Background: an optimization exercise with open tools, aiming at small area and a short achievable clock period. Do not read the settings as production practice.
RTL that was checked went through simulation tests only; none was proved equivalent to the original.
Power and IR drop assume default switching activity.

main:
==> flow/design.v (excerpt) <==
module mul_pipe(
	input [15:0] numA59,
	input [15:0] numB59,
	input clk_59,
	input reset_59,
	output reg [15:0] Acc_result_59
);
Size: about 550 cells after synthesis, ~120 flip-flops, roughly 50 I/O pins, about 6000 sq um of cells after synthesis.
==> flow/config.mk <==
export PLATFORM = sky130hd
export DESIGN_NAME = mul_pipe
export DESIGN_NICKNAME = mul_pipe
export VERILOG_FILES = /design/flow/design.v
export SDC_FILE = /design/flow/constraint.sdc
export NUM_CORES = 4
export LEC_CHECK = 0
export CAP_MARGIN = 20
export CORE_MARGIN = 2
export CORE_UTILIZATION = 60
export CTS_BUF_LIST = sky130_fd_sc_hd__clkbuf_4 sky130_fd_sc_hd__clkbuf_8
export CTS_CLUSTER_DIAMETER = 60
export CTS_CLUSTER_SIZE = 30
export SETUP_SLACK_MARGIN = 3.2
export SLEW_MARGIN = 20
export TNS_END_PERCENT = 0
==> flow/constraint.sdc <==
create_clock -name core_clock -period 5.0 [get_ports {clk_59}]
set_input_delay 1.0000 -clock core_clock [delete_from_list [all_inputs] [get_ports {clk_59}]]
set_output_delay 1.0000 -clock core_clock [all_outputs]
set_load 0.01 [all_outputs]
standard.sh (not shown) runs the stock make flow with config.mk's settings and CLKGATE_MAP_FILE= SYNTH_SCRIPT=/design/flow/synth_recipe.tcl, a recipe that flattens the netlist after the stock synthesis.
==> flow/flow/run.sh <==
#!/bin/bash
# Standard ORFS layout, with plain buffers (instead of the default delay-style
# buffer) on the input and output ports.
set -euo pipefail
export BUFFER_PORTS_ARGS="-buffer_cell sky130_fd_sc_hd__buf_1"
bash standard.sh synth > synth.log 2>&1
bash standard.sh > layout.log 2>&1
The inputs of the feature branch differ from those of main as listed below.
diff --git a/flow/design.v b/flow/design.v
--- a/flow/design.v
+++ b/flow/design.v
@@ -189,17 +189,41 @@
 wire c163 = c157 & s160;
 wire s164 = ~(pr75 ^ pp60);
 wire c165 = pr75 | pp60;
 wire s166 = s164 ^ c161;
 wire c167 = s164 & c161;
 wire s168 = nn65 ^ pr76 ^ c165;
 wire c169 = (nn65 & pr76) | (nn65 & c165) | (pr76 & c165);
 wire s170 = ~pr77;
-wire [5:0] lowsum = {1'b0, s82, c79, pp13, pp2, pp1} + {1'b0, s84, s80, s78, 1'b0, neg2[0]};
+wire lw_g0 = pp1 & neg2[0];
+wire lw_p0 = pp1 ^ neg2[0];
+wire lw_g1 = pp2 & 1'b0;
+wire lw_p1 = pp2 ^ 1'b0;
+wire lw_g2 = pp13 & s78;
+wire lw_p2 = pp13 ^ s78;
+wire lw_g3 = c79 & s80;
+wire lw_p3 = c79 ^ s80;
+wire lw_g4 = s82 & s84;
+wire lw_p4 = s82 ^ s84;
+wire lw_G0_1 = lw_g1 | (lw_p1 & lw_g0);
+wire lw_G0_2 = lw_g2 | (lw_p2 & lw_g1);
+wire lw_P0_2 = lw_p2 & lw_p1;
+wire lw_G0_3 = lw_g3 | (lw_p3 & lw_g2);
+wire lw_P0_3 = lw_p3 & lw_p2;
+wire lw_G0_4 = lw_g4 | (lw_p4 & lw_g3);
+wire lw_P0_4 = lw_p4 & lw_p3;
+wire lw_G1_2 = lw_G0_2 | (lw_P0_2 & lw_g0);
+wire lw_G1_3 = lw_G0_3 | (lw_P0_3 & lw_G0_1);
+wire lw_G1_4 = lw_G0_4 | (lw_P0_4 & lw_G0_2);
+wire lw_P1_4 = lw_P0_4 & lw_P0_2;
+wire lw_G2_4 = lw_G1_4 | (lw_P1_4 & lw_g0);
+wire [4:0] lw = {lw_p4 ^ lw_G1_3, lw_p3 ^ lw_G1_2, lw_p2 ^ lw_G0_1, lw_p1 ^ lw_g0, lw_p0};
+wire lw_co = lw_G2_4;
+wire [5:0] lowsum = {lw_co, lw};
 reg [43:0] t3; reg z3, s3; reg [4:0] e3;
 always @(posedge clk_59) begin
 	z3 <= z2; s3 <= s2; e3 <= e2;
 	t3 <= {s170, c169, s168, c167, s166, c163, s162, c159, c155, c153, s158, s154, c149, s152, s148, c141, s140, c135, s138, s134, c129, s132, s128, c123, s126, s122, c117, s120, s116, c109, c111, c105, s108, s110, s104, c99, s98, c95, c93, s94, s92, lowsum[5], s88, s86};
 end
 wire s171 = t3[0] ^ t3[1];
 wire c172 = t3[0] & t3[1];
 wire s173 = t3[3] ^ t3[4];
==> comparison <==
- The feature branch ended with every stage complete and zero timing, DRC or antenna violations.
- main finished every stage and its layout cleared the timing, DRC and antenna checks.
- When the feature branch is measured against main, its die area turns out 350 sq um higher.
- Against main as the reference, the feature branch delivers a higher maximum number of pins on one net before global-route repair.
- Per the comparison of the feature branch with main, core footprint saw an increase, total area of multi-input combinational cells went up 5.1%, clock share of power went down by 2.8 points, worst hold slack roughly the same.
- In the final reports, the cell area of the feature branch is larger than that of main.
Function was not checked in any run of this note: the RTL went through the layout flow alone.

========
== old ==
mul_pipe, a different RTL version from the one above (not shown whole).
Size in the first run: about 560 cells after synthesis, roughly 120 flip-flops, about 50 I/O pins, roughly 6200 sq um of cells after synthesis.
export LEC_CHECK = 0
export CAP_MARGIN = 20
export CORE_MARGIN = 2
export CORE_UTILIZATION = 60
export CTS_BUF_LIST = sky130_fd_sc_hd__clkbuf_4 sky130_fd_sc_hd__clkbuf_8
export CTS_CLUSTER_DIAMETER = 60
export CTS_CLUSTER_SIZE = 30
export SETUP_SLACK_MARGIN = 3.2
export SLEW_MARGIN = 20
export TNS_END_PERCENT = 0
create_clock -name core_clock -period 5.0 [get_ports {clk_59}]
Scripts as last shown in full above: flow/flow/run.sh
Edits applied to the flow inputs when going from old to new:
-- flow/design.v --
<<< old, line 195
wire c169 = (nn65 & pr76) | (nn65 & c165) | (pr76 & c165);
wire s170 = ~pr77;
wire [5:0] lowsum = {1'b0, s82, c79, pp13, pp2, pp1} + {1'b0, s84, s80, s78, 1'b0, neg2[0]};
reg [43:0] t3; reg z3, s3; reg [4:0] e3;
always @(posedge clk_59) begin
>>> new, line 195
wire c169 = (nn65 & pr76) | (nn65 & c165) | (pr76 & c165);
wire s170 = ~pr77;
wire lw_g0 = pp1 & neg2[0];
wire lw_p0 = pp1 ^ neg2[0];
wire lw_g1 = pp2 & 1'b0;
wire lw_p1 = pp2 ^ 1'b0;
wire lw_g2 = pp13 & s78;
wire lw_p2 = pp13 ^ s78;
wire lw_g3 = c79 & s80;
wire lw_p3 = c79 ^ s80;
wire lw_g4 = s82 & s84;
wire lw_p4 = s82 ^ s84;
wire lw_G0_1 = lw_g1 | (lw_p1 & lw_g0);
wire lw_G0_2 = lw_g2 | (lw_p2 & lw_g1);
wire lw_P0_2 = lw_p2 & lw_p1;
wire lw_G0_3 = lw_g3 | (lw_p3 & lw_g2);
wire lw_P0_3 = lw_p3 & lw_p2;
wire lw_G0_4 = lw_g4 | (lw_p4 & lw_g3);
wire lw_P0_4 = lw_p4 & lw_p3;
wire lw_G1_2 = lw_G0_2 | (lw_P0_2 & lw_g0);
wire lw_G1_3 = lw_G0_3 | (lw_P0_3 & lw_G0_1);
wire lw_G1_4 = lw_G0_4 | (lw_P0_4 & lw_G0_2);
wire lw_P1_4 = lw_P0_4 & lw_P0_2;
wire lw_G2_4 = lw_G1_4 | (lw_P1_4 & lw_g0);
wire [4:0] lw = {lw_p4 ^ lw_G1_3, lw_p3 ^ lw_G1_2, lw_p2 ^ lw_G0_1, lw_p1 ^ lw_g0, lw_p0};
wire lw_co = lw_G2_4;
wire [5:0] lowsum = {lw_co, lw};
reg [43:0] t3; reg z3, s3; reg [4:0] e3;
always @(posedge clk_59) begin
==> run notes <==
In the reports for new and old, the larger average detailed-routed wire length per instance belongs to new. When new is set beside old, its worst hold slack turns out to be 0.0040 ns smaller. The run showing the smaller proportion of power drawn by combinational gates is old. Re worst-case setup margin in the final layout: new and old aren't equal, and the lower value belongs to old. Compared with old, in new total design power now smaller; sequential share of layout area higher; routed wire length on met2 climbed 40 um; total buffers and inverters traversed by the critical path increased 1. new: cell count of the worst reg-to-reg path 2 below old. Routed wire in new totals more than in old.
Function was not checked in any run of this note: the RTL went through the layout flow alone.

========
== run 3 ==
Another version of the RTL of mul_pipe (not shown whole).
Size in the first run: roughly 130 flip-flops, roughly 50 I/O pins, roughly 6200 sq um of cells after synthesis.
clock: 5.0 ns
lec_check: 0
cap_margin: 20
core_margin: 2
core_utilization: 40
cts_buf_list: sky130_fd_sc_hd__clkbuf_8
setup_slack_margin: 3.0
slew_margin: 20
run.sh (not shown) runs the stock make flow with config.mk's settings and CLKGATE_MAP_FILE= SYNTH_SCRIPT=/design/flow/synth_recipe.tcl, a recipe that flattens the netlist after the stock synthesis.
Stock flow here: none of the scripts above is used.
In summary, run 3 completed successfully, with a layout that passed the timing, DRC and antenna checks.
Modified inputs, run 4 compared to run 3
--- a/flow/design.v
+++ b/flow/design.v
@@ -231,21 +231,24 @@
 wire s199 = t3[38] ^ t3[39];
 wire c200 = t3[38] & t3[39];
 wire s201 = t3[40] ^ t3[41];
 wire c202 = t3[40] & t3[41];
 wire s203 = t3[42] ^ t3[43];
 wire c204 = t3[42] & t3[43];
 wire [16:5] sl3 = {1'b0, c190, c188, c186, c184, c182, c180, c178, c176, c174, c172, t3[2]} + {1'b0, s191, s189, s187, s185, s183, s181, s179, s177, s175, s173, s171};
-reg [15:10] pl4; reg cs4; reg [21:16] xh4, yh4; reg z4, s4; reg [4:0] e4;
+wire [21:16] xh3 = {c202, c200, c198, c196, c194, c192};
+wire [21:16] yh3 = {s203, s201, s199, s197, s195, s193};
+wire [21:16] h0 = xh3 + yh3;
+wire [21:16] h1 = xh3 + yh3 + 1'b1;
+reg [15:10] pl4; reg cs4; reg [21:16] h04, h14; reg z4, s4; reg [4:0] e4;
 always @(posedge clk_59) begin
 	z4 <= z3; s4 <= s3; e4 <= e3; pl4 <= sl3[15:10]; cs4 <= sl3[16];
-	xh4 <= {c202, c200, c198, c196, c194, c192}; yh4 <= {s203, s201, s199, s197, s195, s193};
-end
-wire [6:0] ph4c = {xh4, cs4} + {yh4, cs4};
-wire [21:16] ph4 = ph4c[6:1];
+	h04 <= h0; h14 <= h1;
+end
+wire [21:16] ph4 = cs4 ? h14 : h04;
 wire [21:10] q4 = {ph4, pl4};
 wire [9:0] m4 = q4[21] ? q4[20:11] : q4[19:10];
 wire [4:0] e4p = e4 + 5'd1;
 wire [4:0] x4 = q4[21] ? e4p : e4;
 always @(posedge clk_59) begin
 	Acc_result_59 <= z4 ? 16'h0000 : {s4, x4, m4};
 end
Notes after the runs:
- Going from run 3 to run 4, the utilization after layout was found to have gone down by 1.3 points.
- Register-to-register setup slack in run 4 is 260 ps below run 3.
- [compare] base=run 3 new=run 4: shortest period the worst path allows grew by 260 ps, count of different cell masters after synthesis saw a decrease, adder-cell share of the synthesized area flat, combinational share of power -1.2 points.
- Going from run 3 to run 4, cell count grew slightly.
Function not checked in run 4: the RTL went through the layout flow alone.

## port drivers added, routing unchanged
How much do the figures lean on ideal ports? The routed layouts below were timed once more, with nothing changed but the port constraints. Step 1 assumes that a clkbuf_16 drives the clock port and a buf_2 every other input. Step 2 adds t to the input delays and takes it off the output delays; t is the mean of the earliest and latest rising clock arrival at the registers after step 1. Input paths then give back, and output paths get back, about the clock's delay inside the block. a / b / c = ideal ports / drivers / drivers and shift; a / b = the first two.
run	shift t [ns]	setup WS [ns]	hold slack, ns	worst setup path after step 2	pins driven straight from the clock port
main	0.457	2.906 / 2.906 / 2.785	0.326 / 0.326 / 0.326	input to register	1
the feature branch	0.465	2.904 / 2.904 / 2.772	0.326 / 0.326 / 0.326	input to register	1
old	0.467	2.830 / 2.830 / 2.794	0.327 / 0.327 / 0.327	input to register	1
new	0.449	2.843 / 2.843 / 2.761	0.323 / 0.323 / 0.323	input to register	1
run 3	0.461	2.947 / 2.947 / 2.600	0.330 / 0.330 / 0.330	input to register	1
run 4	0.480	2.692 / 2.692 / 2.558	0.327 / 0.327 / 0.327	input to register	1
After both steps every run listed still meets setup and hold. For run 3, which loses most, drivers alone change the setup slack by 0.000 ns; drivers and shift together by -0.347 ns.
